This design comes from an exercise in tuning for a short achievable clock period and few clock cycles on the open sky130 flow, not from production work. Only simulation tests tie the RTL to the original design; equivalence was not proved. Power and IR drop assume default switching activity.

// PipelineCPU
module PipelineCPU(
 	input clk, 
 	input rst, 
 	output [31:0] imem_addr, 
 	input [31:0] imem_data, 
 	output [31:0] dmem_addr, 
 	output [31:0] dmem_wdata, 
 	output dmem_we, 
 	output dmem_re, 
 	input [31:0] dmem_rdata, 
 	output wb_en, 
 	output [4:0] wb_rd, 
 	output [31:0] wb_data 
);
clock: 6.5 ns
lec_check: 0
cap_margin: 20
core_margin: 2
core_utilization: 40
setup_slack_margin: 3.8
slew_margin: 20
tns_end_percent: 100
run.sh (not shown) runs the stock make flow with config.mk's settings and CLKGATE_MAP_FILE= SYNTH_SCRIPT=/design/flow/synth_recipe.tcl, a recipe that flattens the netlist after the stock synthesis.
Testbench counts at the start, summed over its fixed seeds: cycles 6,046.
Edit:
--- a/flow/design.v
+++ b/flow/design.v
@@ -322,24 +322,22 @@
  	output dmem_we, 
  	output dmem_re, 
  	input [31:0] dmem_rdata, 
  	output wb_en, 
  	output [4:0] wb_rd, 
  	output [31:0] wb_data 
 );
 reg [31:0] pc;
 reg [31:0] d_ins;              
 reg        d_stall;            
 reg        d_fs, d_ft;         
-reg        d_fws, d_fwt;       
-reg [31:0] d_rsv, d_rtv;       
 reg [31:0] e_a, e_b, e_sd;     
 reg [3:0]  e_l1, e_l2, e_r1, e_r2;  
 reg [1:0]  e_l3, e_r3;              
 reg [4:0]  e_dest;
 reg [31:1] e_we;               
 reg        e_wr, e_rd, e_st;   
 reg        e_fsd, e_fsm;       
 reg        e_add, e_sub, e_xor, e_and, e_slt;
 reg [31:0] m_res, m_sd;        
 reg [4:0]  m_dest;
 reg [31:1] m_we;
@@ -360,43 +358,41 @@
 wire is_lw  = (op == 6'd35);
 wire is_sw  = (op == 6'd43);
 wire f_add = is_r & (fn == 6'd21);
 wire f_sub = is_r & (fn == 6'd22);
 wire f_srl = is_r & (fn == 6'd23);
 wire f_sll = is_r & (fn == 6'd24);
 wire f_xor = is_r & (fn == 6'd25);
 wire f_and = is_r & (fn == 6'd26);
 wire f_slt = is_r & (fn == 6'd27);
 wire [4:0] dest = is_r ? rd : rt;
 wire wr = (is_r | is_ai | is_si | is_lw) & (dest != 5'd0);
-wire [31:0] rs_val = d_fs ? mem_val : d_fws ? w_data : d_rsv;
-wire [31:0] rt_val = d_ft ? mem_val : d_fwt ? w_data : d_rtv;
+reg [31:0] rf_s, rf_t;
+always @(*) begin
+	rf_s = (rs == 5'd0) ? 32'd0 : rf[rs];
+	rf_t = (rt == 5'd0) ? 32'd0 : rf[rt];
+end
+wire [31:0] rs_val = d_fs ? mem_val : rf_s;
+wire [31:0] rt_val = d_ft ? mem_val : rf_t;
 wire [5:0] i_op = imem_data[31:26];
 wire [4:0] i_rs = imem_data[25:21];
 wire [4:0] i_rt = imem_data[20:16];
 wire [5:0] i_fn = imem_data[5:0];
 wire i_r = (i_op == 6'd20);
 wire i_use_rt = i_r & ((i_fn == 6'd21) | (i_fn == 6'd22) | (i_fn == 6'd25) | (i_fn == 6'd26) | (i_fn == 6'd27));
 wire i_use_rs = (i_r & (i_fn >= 6'd21) & (i_fn <= 6'd27)) | (i_op == 6'd8) | (i_op == 6'd9) | (i_op == 6'd35) | (i_op == 6'd43);
 wire stall_next = !d_stall & is_lw & wr & ((i_use_rs & (i_rs == rt)) | (i_use_rt & (i_rt == rt)));
 wire [4:0] n_rs = d_stall ? rs : i_rs;
 wire [4:0] n_rt = d_stall ? rt : i_rt;
 wire fs_next = e_wr & (e_dest == n_rs);
 wire ft_next = e_wr & (e_dest == n_rt);
-wire fws_next = m_wr & (m_dest == n_rs);
-wire fwt_next = m_wr & (m_dest == n_rt);
-reg [31:0] rf_s, rf_t;
-always @(*) begin
-	rf_s = (n_rs == 5'd0) ? 32'd0 : rf[n_rs];
-	rf_t = (n_rt == 5'd0) ? 32'd0 : rf[n_rt];
-end
 wire [31:0] a = e_a;
 wire [31:0] b = e_b;
 wire [31:0] s_add = a + b;
 wire [32:0] s_sub = {1'b0, a} - {1'b0, b};
 wire [31:0] l1 = ({32{e_l1[0]}} & a) | ({32{e_l1[1]}} & (a << 1))
                | ({32{e_l1[2]}} & (a << 2)) | ({32{e_l1[3]}} & (a << 3));
 wire [31:0] l2 = ({32{e_l2[0]}} & l1) | ({32{e_l2[1]}} & (l1 << 4))
                | ({32{e_l2[2]}} & (l1 << 8)) | ({32{e_l2[3]}} & (l1 << 12));
 wire [31:0] s_sll = ({32{e_l3[0]}} & l2) | ({32{e_l3[1]}} & (l2 << 16));
 wire [31:0] r1 = ({32{e_r1[0]}} & a) | ({32{e_r1[1]}} & (a >> 1))
                | ({32{e_r1[2]}} & (a >> 2)) | ({32{e_r1[3]}} & (a >> 3));
@@ -432,38 +428,30 @@
                    | ({32{fb & e_xor}} & s_xor)
                    | ({32{fb & e_and}} & s_and)
                    | {31'd0, fb & e_slt & s_sub[32]}
                    | ({32{~fb}} & b_id);
 always @(posedge clk) begin
 	if (rst) begin
 		pc <= 32'd0;
 		d_ins <= 32'd0;
 		d_stall <= 1'b0;
 		d_fs <= 1'b0;
 		d_ft <= 1'b0;
-		d_fws <= 1'b0;
-		d_fwt <= 1'b0;
-		d_rsv <= 32'd0;
-		d_rtv <= 32'd0;
 	end else begin
 		if (!d_stall) begin
 			pc <= pc + 32'd4;
 			d_ins <= imem_data;
 		end
 		d_stall <= stall_next;
 		d_fs <= fs_next;
 		d_ft <= ft_next;
-		d_fws <= fws_next;
-		d_fwt <= fwt_next;
-		d_rsv <= rf_s;
-		d_rtv <= rf_t;
 	end
 end
 integer k;
 always @(posedge clk) begin
 	e_a <= a_next;
 	e_b <= b_next;
 	e_sd <= rt_val;
 	for (k = 0; k < 4; k = k + 1) begin
 		e_l1[k] <= f_sll & (d_ins[7:6] == k);
 		e_l2[k] <= f_sll & (d_ins[9:8] == k);
 		e_r1[k] <= f_srl & (d_ins[7:6] == k);
Effect: The changed run completed with no timing, DRC or antenna violations. Final area decreases by 6.7%. Combinational power rises by 22%. Total power decreases by 3.3%. Wire length came out lower by 11%. Setup slack is better by 38 ps. Global-route usage came out lower by 2.9 points. Synthesized cell count went down by 3.8%. Via count went down by 7.1%. Register-to-register slack gains 40 ps. Cell count goes down by 4.5%. Clock skew came out lower by 17 ps.
Testbench counts after the change, summed over its fixed seeds: cycles 6,046.

==> re-timing with driven ports <==
No port has a modelled driver above. Below, the same layouts with a new extraction and two added sets of constraints. Step 1: set_driving_cell puts a clkbuf_16 on clk and a buf_2 on each other input, an assumption about the parent block. Step 2 moves the port delays by t, midway between the first and last clock arrival at a register: inputs arrive t later, outputs are due t later. That takes back most of the time a late clock gives input paths. a / b / c = no drivers / after step 1 / after step 2; a / b = the first two.
| run | t (ns) | setup WS [ns] | worst setup path after step 2 | latest minus earliest clock arrival (ns) | slew at the worst register clock pin (ns) |
|---|---|---|---|---|---|
| the first run | 0.920 | 3.350 / 3.350 / 2.691 | input to register | 0.052 / 0.051 | 0.08 / 0.08 |
| the second run | 0.892 | 3.388 / 3.388 / 3.019 | input to register | 0.034 / 0.034 | 0.07 / 0.07 |
After both steps setup and hold are still met in every run listed. The setup slack of the first run, which loses most, moves by 0.000 ns with the drivers and by -0.659 ns with both steps.
